What follows belongs to an exercise in optimizing a design on an open flow for small area; a production flow would make more cautious choices.
At most, simulation tests tie the RTL to the original design; equivalence was not proved.
Power is estimated from default activity; no workload was simulated.

==> run a: inputs <==
==> flow/design.v <==
module execute(EXE_NPC, EXE_CSRFD, EXE_ALU1, EXE_ALU2, EXE_IR,
               EXE_V, EXE_RFD, MEM_NPC, MEM_ALU_RESULT, MEM_IR,
               MEM_SR2, MEM_SR1, MEM_V, MEM_CSRFD, MEM_RFD, clk, V_MEM_STALL, MEM_ECALL, EXE_ECALL, RESET,
               V_AGEX_BR_STALL, EXE_IR_OLD, V_AGEX_TRAP_STALL);
input clk;
input EXE_V;
input V_MEM_STALL;
input RESET;
input EXE_ECALL;
input [31:0] EXE_IR;
input [63:0] EXE_NPC, EXE_CSRFD, EXE_ALU1, EXE_ALU2;
input [63:0] EXE_RFD;
output reg MEM_ECALL;
output reg [31:0] MEM_IR;
output [31:0] EXE_IR_OLD;
output reg [63:0] MEM_NPC, MEM_ALU_RESULT, MEM_SR2, MEM_SR1,
                  MEM_CSRFD, MEM_RFD;
output reg MEM_V;
output V_AGEX_BR_STALL;
output V_AGEX_TRAP_STALL;
wire [6:0] op = EXE_IR[6:0];
wire [2:0] f3 = EXE_IR[14:12];
wire b30 = EXE_IR[30];
assign V_AGEX_BR_STALL = (op == 7'b1100011) | (op == 7'b1101111) | (op == 7'b1100111);
assign V_AGEX_TRAP_STALL = (EXE_IR[27:0] == 28'h0000073);
assign EXE_IR_OLD = EXE_IR;
wire load = EXE_V & ~V_MEM_STALL & ~RESET;
wire isLUI  = (op == 7'b0110111);
wire isAUI  = (op == 7'b0010111);
wire isPC   = (op == 7'b0000011) | (op == 7'b0100011) | (op == 7'b1101111) | (op == 7'b1100111);
wire isOPI  = (op == 7'b0010011);
wire isOP   = (op == 7'b0110011);
wire isOPIW = (op == 7'b0011011);
wire isOPW  = (op == 7'b0111011);
wire rr = isOPI | isOP;
wire ww = isOPIW | isOPW;
wire f0 = (f3 == 3'd0);
wire f1 = (f3 == 3'd1);
wire f5 = (f3 == 3'd5);
wire selAdd64 = isLUI | isAUI | isPC | (rr & f0);
wire selAddW  = ww & f0;
wire selLt    = rr & (f3[2:1] == 2'b01);
wire selXorOr = rr & ((f3 == 3'd4) | (f3 == 3'd6));
wire selAndOr = rr & ((f3 == 3'd7) | (f3 == 3'd6));
wire selR64   = rr & f5;
wire selL64   = rr & f1;
wire selRW    = ww & f5 & ~(isOPW & b30);
wire selLW    = ww & (f1 | (isOPW & f5 & b30));
wire upd      = selAdd64 | selAddW | selLt | selXorOr | selAndOr |
                selR64 | selL64 | selRW | selLW;
wire sub    = ((isOP | isOPW) & f0 & b30) | selLt;
wire ltSign = ~f3[0];
wire left   = selL64 | selLW;
wire arith  = isOPIW & f5 & b30;
wire word   = ww;
reg [63:0] orp;
integer i, l;
always @* begin
    orp = EXE_NPC;
    for (l = 1; l <= 6; l = l + 1)
        for (i = 2 + (1 << l) - 1; i < 64; i = i + (1 << l))
            orp[i] = orp[i] | orp[i - (1 << (l - 1))];
    for (l = 5; l >= 1; l = l - 1)
        for (i = 2 + 3 * (1 << (l - 1)) - 1; i < 64; i = i + (1 << l))
            orp[i] = orp[i] | orp[i - (1 << (l - 1))];
end
wire [63:0] npcm4;
assign npcm4[1:0] = EXE_NPC[1:0];
assign npcm4[2] = ~EXE_NPC[2];
genvar k;
generate for (k = 3; k < 64; k = k + 1) begin : g_dec
    assign npcm4[k] = ~(EXE_NPC[k] ^ orp[k-1]);
end endgenerate
wire useA1 = ~isPC & ~isLUI;
wire [63:0] A = ({64{isPC}} & npcm4) | ({64{useA1}} & EXE_ALU1);
wire [63:0] B = EXE_ALU2;
wire [63:0] Bx = B ^ {64{sub}};
wire [63:0] p0 = A ^ Bx;
wire [63:0] g0 = A & Bx;
reg [63:0] G, P;
always @* begin
    G = g0;
    P = p0;
    G[0] = g0[0] | (p0[0] & sub);
    for (l = 1; l <= 6; l = l + 1)
        for (i = (1 << l) - 1; i < 64; i = i + (1 << l)) begin
            G[i] = G[i] | (P[i] & G[i - (1 << (l - 1))]);
            P[i] = P[i] & P[i - (1 << (l - 1))];
        end
    for (l = 5; l >= 1; l = l - 1)
        for (i = 3 * (1 << (l - 1)) - 1; i < 64; i = i + (1 << l)) begin
            G[i] = G[i] | (P[i] & G[i - (1 << (l - 1))]);
            P[i] = P[i] & P[i - (1 << (l - 1))];
        end
end
wire [63:0] carry = {G[62:0], sub};
wire [63:0] sum = p0 ^ carry;
wire cout = G[63];
wire ltu = ~cout;
wire lt = ltSign ? ((A[63] ^ B[63]) ? A[63] : ltu) : ltu;
wire [5:0] sh = {EXE_ALU2[5] & ~word, EXE_ALU2[4:0]};
wire [63:0] x;
generate for (k = 0; k < 64; k = k + 1) begin : g_sx
    if (k < 32) begin : lo
        assign x[k] = left ? A[63-k] : A[k];
    end else begin : hi
        assign x[k] = left ? A[63-k] : (arith ? A[31] : A[k]);
    end
end endgenerate
wire [63:0] r1 = sh[0] ? {1'b0,  x[63:1]}  : x;
wire [63:0] r2 = sh[1] ? {2'b0,  r1[63:2]} : r1;
wire [63:0] r3 = sh[2] ? {4'b0,  r2[63:4]} : r2;
wire [63:0] r4 = sh[3] ? {8'b0,  r3[63:8]} : r3;
wire [63:0] r5 = sh[4] ? {16'b0, r4[63:16]} : r4;
wire [63:0] R  = sh[5] ? {32'b0, r5[63:32]} : r5;
wire [63:0] Rrev;
generate for (k = 0; k < 64; k = k + 1) begin : g_rv
    assign Rrev[k] = R[63-k];
end endgenerate
wire gAdd64 = load & selAdd64;
wire gAddW  = load & selAddW;
wire gAddLo = gAdd64 | gAddW;
wire gLt    = load & selLt;
wire gXO    = load & selXorOr;
wire gAO    = load & selAndOr;
wire gR64   = load & selR64;
wire gL64   = load & selL64;
wire gRlo   = gR64 | (load & selRW);
wire gLlo   = gL64 | (load & selLW);
wire [63:0] res;
assign res[31:0] = ({32{gAddLo}} & sum[31:0]) | ({32{gXO}} & p0[31:0]) |
                   ({32{gAO}} & g0[31:0]) | ({32{gRlo}} & R[31:0]) |
                   ({32{gLlo}} & Rrev[31:0]) | {31'd0, gLt & lt};
assign res[63:32] = ({32{gAdd64}} & sum[63:32]) | ({32{gAddW & sum[31]}}) |
                    ({32{gXO}} & p0[63:32]) | ({32{gAO}} & g0[63:32]) |
                    ({32{gR64}} & R[63:32]) | ({32{gL64}} & Rrev[63:32]);
wire weAlu = ~load | upd;
wire c1 = load & (EXE_IR[13:12] == 2'b01);
wire c2 = load & (EXE_IR[13:12] == 2'b10);
wire [63:0] csr = ({64{c1 | c2}} & EXE_RFD) | ({64{c2}} & EXE_ALU1);
always @(posedge clk) begin
    MEM_NPC   <= {64{load}} & EXE_NPC;
    MEM_ECALL <= load & EXE_ECALL;
    MEM_IR    <= {32{load}} & EXE_IR;
    MEM_SR1   <= {64{load}} & EXE_ALU1;
    MEM_SR2   <= {64{load}} & EXE_ALU2;
    MEM_CSRFD <= {64{load}} & EXE_CSRFD;
    MEM_RFD   <= csr;
    MEM_V     <= load;
    if (weAlu)
        MEM_ALU_RESULT <= res;
end
endmodule
==> flow/flow/run.sh <==
#!/bin/bash
# The standard layout with three changes:
#  - synthesis maps with an area-oriented ABC script (flow/abc_area.script);
#    everything else in ORFS's scripts folder is used unchanged (copied);
#  - buffers that ABC inserted are removed at floorplan (REMOVE_ABC_BUFFERS);
#  - port buffers use sky130_fd_sc_hd__buf_1 instead of clkdlybuf4s50_1.
set -euo pipefail
cd "$(dirname "${BASH_SOURCE[0]}")/.."
rm -rf scripts_local
cp -r "$FLOW_HOME/scripts" scripts_local
cp flow/abc_area.script scripts_local/abc_area.script
cat >> config.mk <<'EOC'
export BUFFER_PORTS_ARGS = -buffer_cell sky130_fd_sc_hd__buf_1
export REMOVE_ABC_BUFFERS = 1
EOC
bash standard.sh SCRIPTS_DIR="$PWD/scripts_local" finish > standard_make.log 2>&1
==> flow/flow/abc_area.script <==
strash
&get -n
&st
&syn2
&dch
&nf -R 1000 -p
&st
&syn2
&dch
&nf -R 1000 -p
&st
&syn2
&dch
&nf -R 1000 -p
&st
&dch
&nf -R 1000 -p
&put
==> flow/standard.sh <==
#!/bin/bash
# synth_recipe.tcl (not shown) runs the flow's synth.tcl, then flattens the netlist and writes it again
# the make line also repeats each setting of config.mk as NAME=value (left out here)
make -C /OpenROAD-flow-scripts/flow DESIGN_CONFIG=/design/flow/config.mk WORK_HOME=/design/flow/orfs CLKGATE_MAP_FILE= SYNTH_SCRIPT=/design/flow/synth_recipe.tcl "${@:-finish}"
==> flow/config.mk <==
export PLATFORM = sky130hd
export DESIGN_NAME = execute
export DESIGN_NICKNAME = execute
export VERILOG_FILES = /design/flow/design.v
export SDC_FILE = /design/flow/constraint.sdc
export NUM_CORES = 4
export LEC_CHECK = 0
export ABC_AREA = 1
export CAP_MARGIN = 20
export CORE_AREA = 3 3 277 277
export CTS_BUF_LIST = sky130_fd_sc_hd__clkbuf_4 sky130_fd_sc_hd__clkbuf_8
export CTS_CLUSTER_DIAMETER = 60
export CTS_CLUSTER_SIZE = 12
export DIE_AREA = 0 0 280 280
export GPL_TIMING_DRIVEN = 0
export SLEW_MARGIN = 20
export BUFFER_PORTS_ARGS = -buffer_cell sky130_fd_sc_hd__buf_1
export REMOVE_ABC_BUFFERS = 1
==> flow/constraint.sdc <==
create_clock -name core_clock -period 8.5 [get_ports {clk}]
set_input_delay 1.7000 -clock core_clock [delete_from_list [all_inputs] [get_ports {clk}]]
set_output_delay 1.7000 -clock core_clock [all_outputs]
set_load 0.01 [all_outputs]
==> inputs of run b, as changes to run a <==
--- a/flow/design.v
+++ b/flow/design.v
@@ -59,8 +59,6 @@
     orp = EXE_NPC;
-    for (l = 1; l <= 6; l = l + 1)
-        for (i = 2 + (1 << l) - 1; i < 64; i = i + (1 << l))
-            orp[i] = orp[i] | orp[i - (1 << (l - 1))];
-    for (l = 5; l >= 1; l = l - 1)
-        for (i = 2 + 3 * (1 << (l - 1)) - 1; i < 64; i = i + (1 << l))
-            orp[i] = orp[i] | orp[i - (1 << (l - 1))];
+    for (l = 0; l < 6; l = l + 1)
+        for (i = 2; i < 64; i = i + 1)
+            if (((i - 2) >> l) & 1)
+                orp[i] = orp[i] | orp[((((i - 2) >> l) << l) - 1) + 2];
 end
@@ -84,12 +82,8 @@
     G[0] = g0[0] | (p0[0] & sub);
-    for (l = 1; l <= 6; l = l + 1)
-        for (i = (1 << l) - 1; i < 64; i = i + (1 << l)) begin
-            G[i] = G[i] | (P[i] & G[i - (1 << (l - 1))]);
-            P[i] = P[i] & P[i - (1 << (l - 1))];
-        end
-    for (l = 5; l >= 1; l = l - 1)
-        for (i = 3 * (1 << (l - 1)) - 1; i < 64; i = i + (1 << l)) begin
-            G[i] = G[i] | (P[i] & G[i - (1 << (l - 1))]);
-            P[i] = P[i] & P[i - (1 << (l - 1))];
-        end
+    for (l = 0; l < 6; l = l + 1)
+        for (i = 0; i < 64; i = i + 1)
+            if ((i >> l) & 1) begin
+                G[i] = G[i] | (P[i] & G[((i >> l) << l) - 1]);
+                P[i] = P[i] & P[((i >> l) << l) - 1];
+            end
 end
@@ -136,3 +130,3 @@
                     ({32{gR64}} & R[63:32]) | ({32{gL64}} & Rrev[63:32]);
-wire weAlu = ~load | upd;
+wire hold = load & ~upd;
 wire c1 = load & (EXE_IR[13:12] == 2'b01);
@@ -149,4 +143,3 @@
     MEM_V     <= load;
-    if (weAlu)
-        MEM_ALU_RESULT <= res;
+    MEM_ALU_RESULT <= res | ({64{hold}} & MEM_ALU_RESULT);
 end
--- a/flow/flow/run.sh
+++ b/flow/flow/run.sh
@@ -1,3 +1,3 @@
 #!/bin/bash
-# The standard layout with three changes:
+# The standard layout with these changes:
 #  - synthesis maps with an area-oriented ABC script (flow/abc_area.script);
@@ -5,3 +5,3 @@
 #  - buffers that ABC inserted are removed at floorplan (REMOVE_ABC_BUFFERS);
-#  - port buffers use sky130_fd_sc_hd__buf_1 instead of clkdlybuf4s50_1.
+#  - port buffers use sky130_fd_sc_hd__buf_1 instead of clkdlybuf4s50_1;
 set -euo pipefail
@@ -14,2 +14,3 @@
 export REMOVE_ABC_BUFFERS = 1
+export CTS_ARGS = -sink_clustering_enable -repair_clock_nets -dont_use_dummy_load -sink_clustering_size 12 -sink_clustering_max_diameter 100 -buf_list sky130_fd_sc_hd__clkbuf_4 sky130_fd_sc_hd__clkbuf_8
 EOC
==> flow/flow/abc_area.script (replaced) <==
strash
&get -n
&st
&syn2
&dch
&nf -R 20 -p
&st
&syn2
&dch
&nf -R 20 -p
&st
&dch
&nf -R 20 -p
&put
Settings changed: CAP_MARGIN 20 to 10, CTS_ARGS set to -sink_clustering_enable -repair_clock_nets -dont_use_dummy_load -sink_clustering_size 12 -sink_clustering_max_diameter 100 -buf_list sky130_fd_sc_hd__clkbuf_4 sky130_fd_sc_hd__clkbuf_8, CTS_CLUSTER_DIAMETER 60 to 100, SETUP_SLACK_MARGIN set to 0.12, SLEW_MARGIN 20 to 10.
==> inputs of run c, as changes to run a <==
--- a/flow/design.v
+++ b/flow/design.v
@@ -59,8 +59,6 @@
     orp = EXE_NPC;
-    for (l = 1; l <= 6; l = l + 1)
-        for (i = 2 + (1 << l) - 1; i < 64; i = i + (1 << l))
-            orp[i] = orp[i] | orp[i - (1 << (l - 1))];
-    for (l = 5; l >= 1; l = l - 1)
-        for (i = 2 + 3 * (1 << (l - 1)) - 1; i < 64; i = i + (1 << l))
-            orp[i] = orp[i] | orp[i - (1 << (l - 1))];
+    for (l = 0; l < 6; l = l + 1)
+        for (i = 2; i < 64; i = i + 1)
+            if (((i - 2) >> l) & 1)
+                orp[i] = orp[i] | orp[((((i - 2) >> l) << l) - 1) + 2];
 end
@@ -84,12 +82,8 @@
     G[0] = g0[0] | (p0[0] & sub);
-    for (l = 1; l <= 6; l = l + 1)
-        for (i = (1 << l) - 1; i < 64; i = i + (1 << l)) begin
-            G[i] = G[i] | (P[i] & G[i - (1 << (l - 1))]);
-            P[i] = P[i] & P[i - (1 << (l - 1))];
-        end
-    for (l = 5; l >= 1; l = l - 1)
-        for (i = 3 * (1 << (l - 1)) - 1; i < 64; i = i + (1 << l)) begin
-            G[i] = G[i] | (P[i] & G[i - (1 << (l - 1))]);
-            P[i] = P[i] & P[i - (1 << (l - 1))];
-        end
+    for (l = 0; l < 6; l = l + 1)
+        for (i = 0; i < 64; i = i + 1)
+            if ((i >> l) & 1) begin
+                G[i] = G[i] | (P[i] & G[((i >> l) << l) - 1]);
+                P[i] = P[i] & P[((i >> l) << l) - 1];
+            end
 end
@@ -136,3 +130,3 @@
                     ({32{gR64}} & R[63:32]) | ({32{gL64}} & Rrev[63:32]);
-wire weAlu = ~load | upd;
+wire hold = load & ~upd;
 wire c1 = load & (EXE_IR[13:12] == 2'b01);
@@ -149,4 +143,3 @@
     MEM_V     <= load;
-    if (weAlu)
-        MEM_ALU_RESULT <= res;
+    MEM_ALU_RESULT <= res | ({64{hold}} & MEM_ALU_RESULT);
 end
--- a/flow/flow/run.sh
+++ b/flow/flow/run.sh
@@ -1,3 +1,3 @@
 #!/bin/bash
-# The standard layout with three changes:
+# The standard layout with these changes:
 #  - synthesis maps with an area-oriented ABC script (flow/abc_area.script);
@@ -5,3 +5,3 @@
 #  - buffers that ABC inserted are removed at floorplan (REMOVE_ABC_BUFFERS);
-#  - port buffers use sky130_fd_sc_hd__buf_1 instead of clkdlybuf4s50_1.
+#  - port buffers use sky130_fd_sc_hd__buf_1 instead of clkdlybuf4s50_1;
 set -euo pipefail
@@ -14,2 +14,3 @@
 export REMOVE_ABC_BUFFERS = 1
+export CTS_ARGS = -sink_clustering_enable -repair_clock_nets -dont_use_dummy_load -sink_clustering_size 12 -sink_clustering_max_diameter 100 -buf_list {sky130_fd_sc_hd__clkbuf_4 sky130_fd_sc_hd__clkbuf_8}
 EOC
==> flow/flow/abc_area.script (replaced) <==
strash
&get -n
&st
&syn2
&dch
&nf -R 20 -p
&st
&syn2
&dch
&nf -R 20 -p
&st
&dch
&nf -R 20 -p
&put
Settings changed: CAP_MARGIN 20 to 10, CTS_ARGS set to -sink_clustering_enable -repair_clock_nets -dont_use_dummy_load -sink_clustering_size 12 -sink_clustering_max_diameter 100 -buf_list {sky130_fd_sc_hd__clkbuf_4 sky130_fd_sc_hd__clkbuf_8}, CTS_CLUSTER_DIAMETER 60 to 100, SETUP_SLACK_MARGIN set to 0.12, SLEW_MARGIN 20 to 10.
==> results.txt <==
| item | run c | run b | run a |
|---|---|---|---|
| Min-Delay Path Depth | 2 | - | 2 |
| Placed Instance Area | 26200 µm² | 26200 µm² | 26800 µm² |
| Number of tapcells | 959 | - | 959 |
| Final routed DRC violation total | 0 | - | 0 |
| Logic pwr share | 23.4% | - | 22.3% |
| Vias post-DR | 23800 | - | 22200 |
| Power per standard cell area | 153 nW/µm² | - | 158 nW/µm² |
| Required time worst endpoint | 9.06 ns | - | 8.83 ns |
| Xor/xnor cell area share of the yosys netlist | 4.50% | 4.50% | 3.89% |
| Post-synth EDFFs | 0 | 0 | 64 |
| Outcome | finished clean | stopped before the end | finished with violations |
| Last stage reached | - | clock tree synthesis | - |
| Reasons for failing layout checks | - | - | setup timing |
| Number of violations of the max-capacitance limit | 0 | - | 0 |
| Number of non-clock inverters in the layout | 54 | - | 139 |
| Static leakage | 0.0101 µW | - | 0.0113 µW |
| CTS H-tree lvls | 2 | - | 2 |
| Fraction of met3 tracks used by global routing | 8.28% | - | 5.14% |
| Filler-free cell count of the finished design | 4392 | - | 4350 |
| Multiplexer share of the synthesized area | 3.69% | 3.69% | 5.00% |
| Clock Pin Slew Worst Setup and Hold Paths | 0.10 ns | - | 0.08 ns |
| Core ar. | 73700 µm² | - | 73700 µm² |
| Average wire per cell in the routed design | 26.5 µm | - | 23.5 µm |
| Largest area class, layout | multi-input combinational cells | - | multi-input combinational cells |
| Worst vdd rail ir drop | 102 µV | - | 117 µV |
Function not checked in run a: the RTL went through the layout flow alone.

## what the ideal ports hide
How much do the figures lean on ideal ports? The routed layouts below were timed once more, with nothing changed but the port constraints. Step 1 (the two cells are an assumption about what drives the block):
set clk [get_ports {clk}]
set_driving_cell -lib_cell sky130_fd_sc_hd__clkbuf_16 $clk
set_driving_cell -lib_cell sky130_fd_sc_hd__buf_2 [delete_from_list [all_inputs] $clk]
Step 2 also shifts input and output timing later by t, the mid clock arrival at the registers, as if the neighbouring blocks saw the same clock. Slacks: ideal / step 1 / step 2; pairs: ideal / step 1.
| run | t, ns | setup WS [ns] | latest minus earliest clock arrival (ns) | worst data-port slew with drivers (ns) |
|---|---|---|---|---|
| run a | 0.725 | -4.755 / -4.742 / -5.467 | 0.058 / 0.058 | 0.20 |
| run c | 0.684 | 0.250 / 0.276 / -0.409 | 0.067 / 0.067 | 0.24 |
Met with ideal ports but missed after step 2: setup timing in run c. The setup slack of run a, which loses most, moves by +0.013 ns with the drivers and by -0.712 ns with both steps.
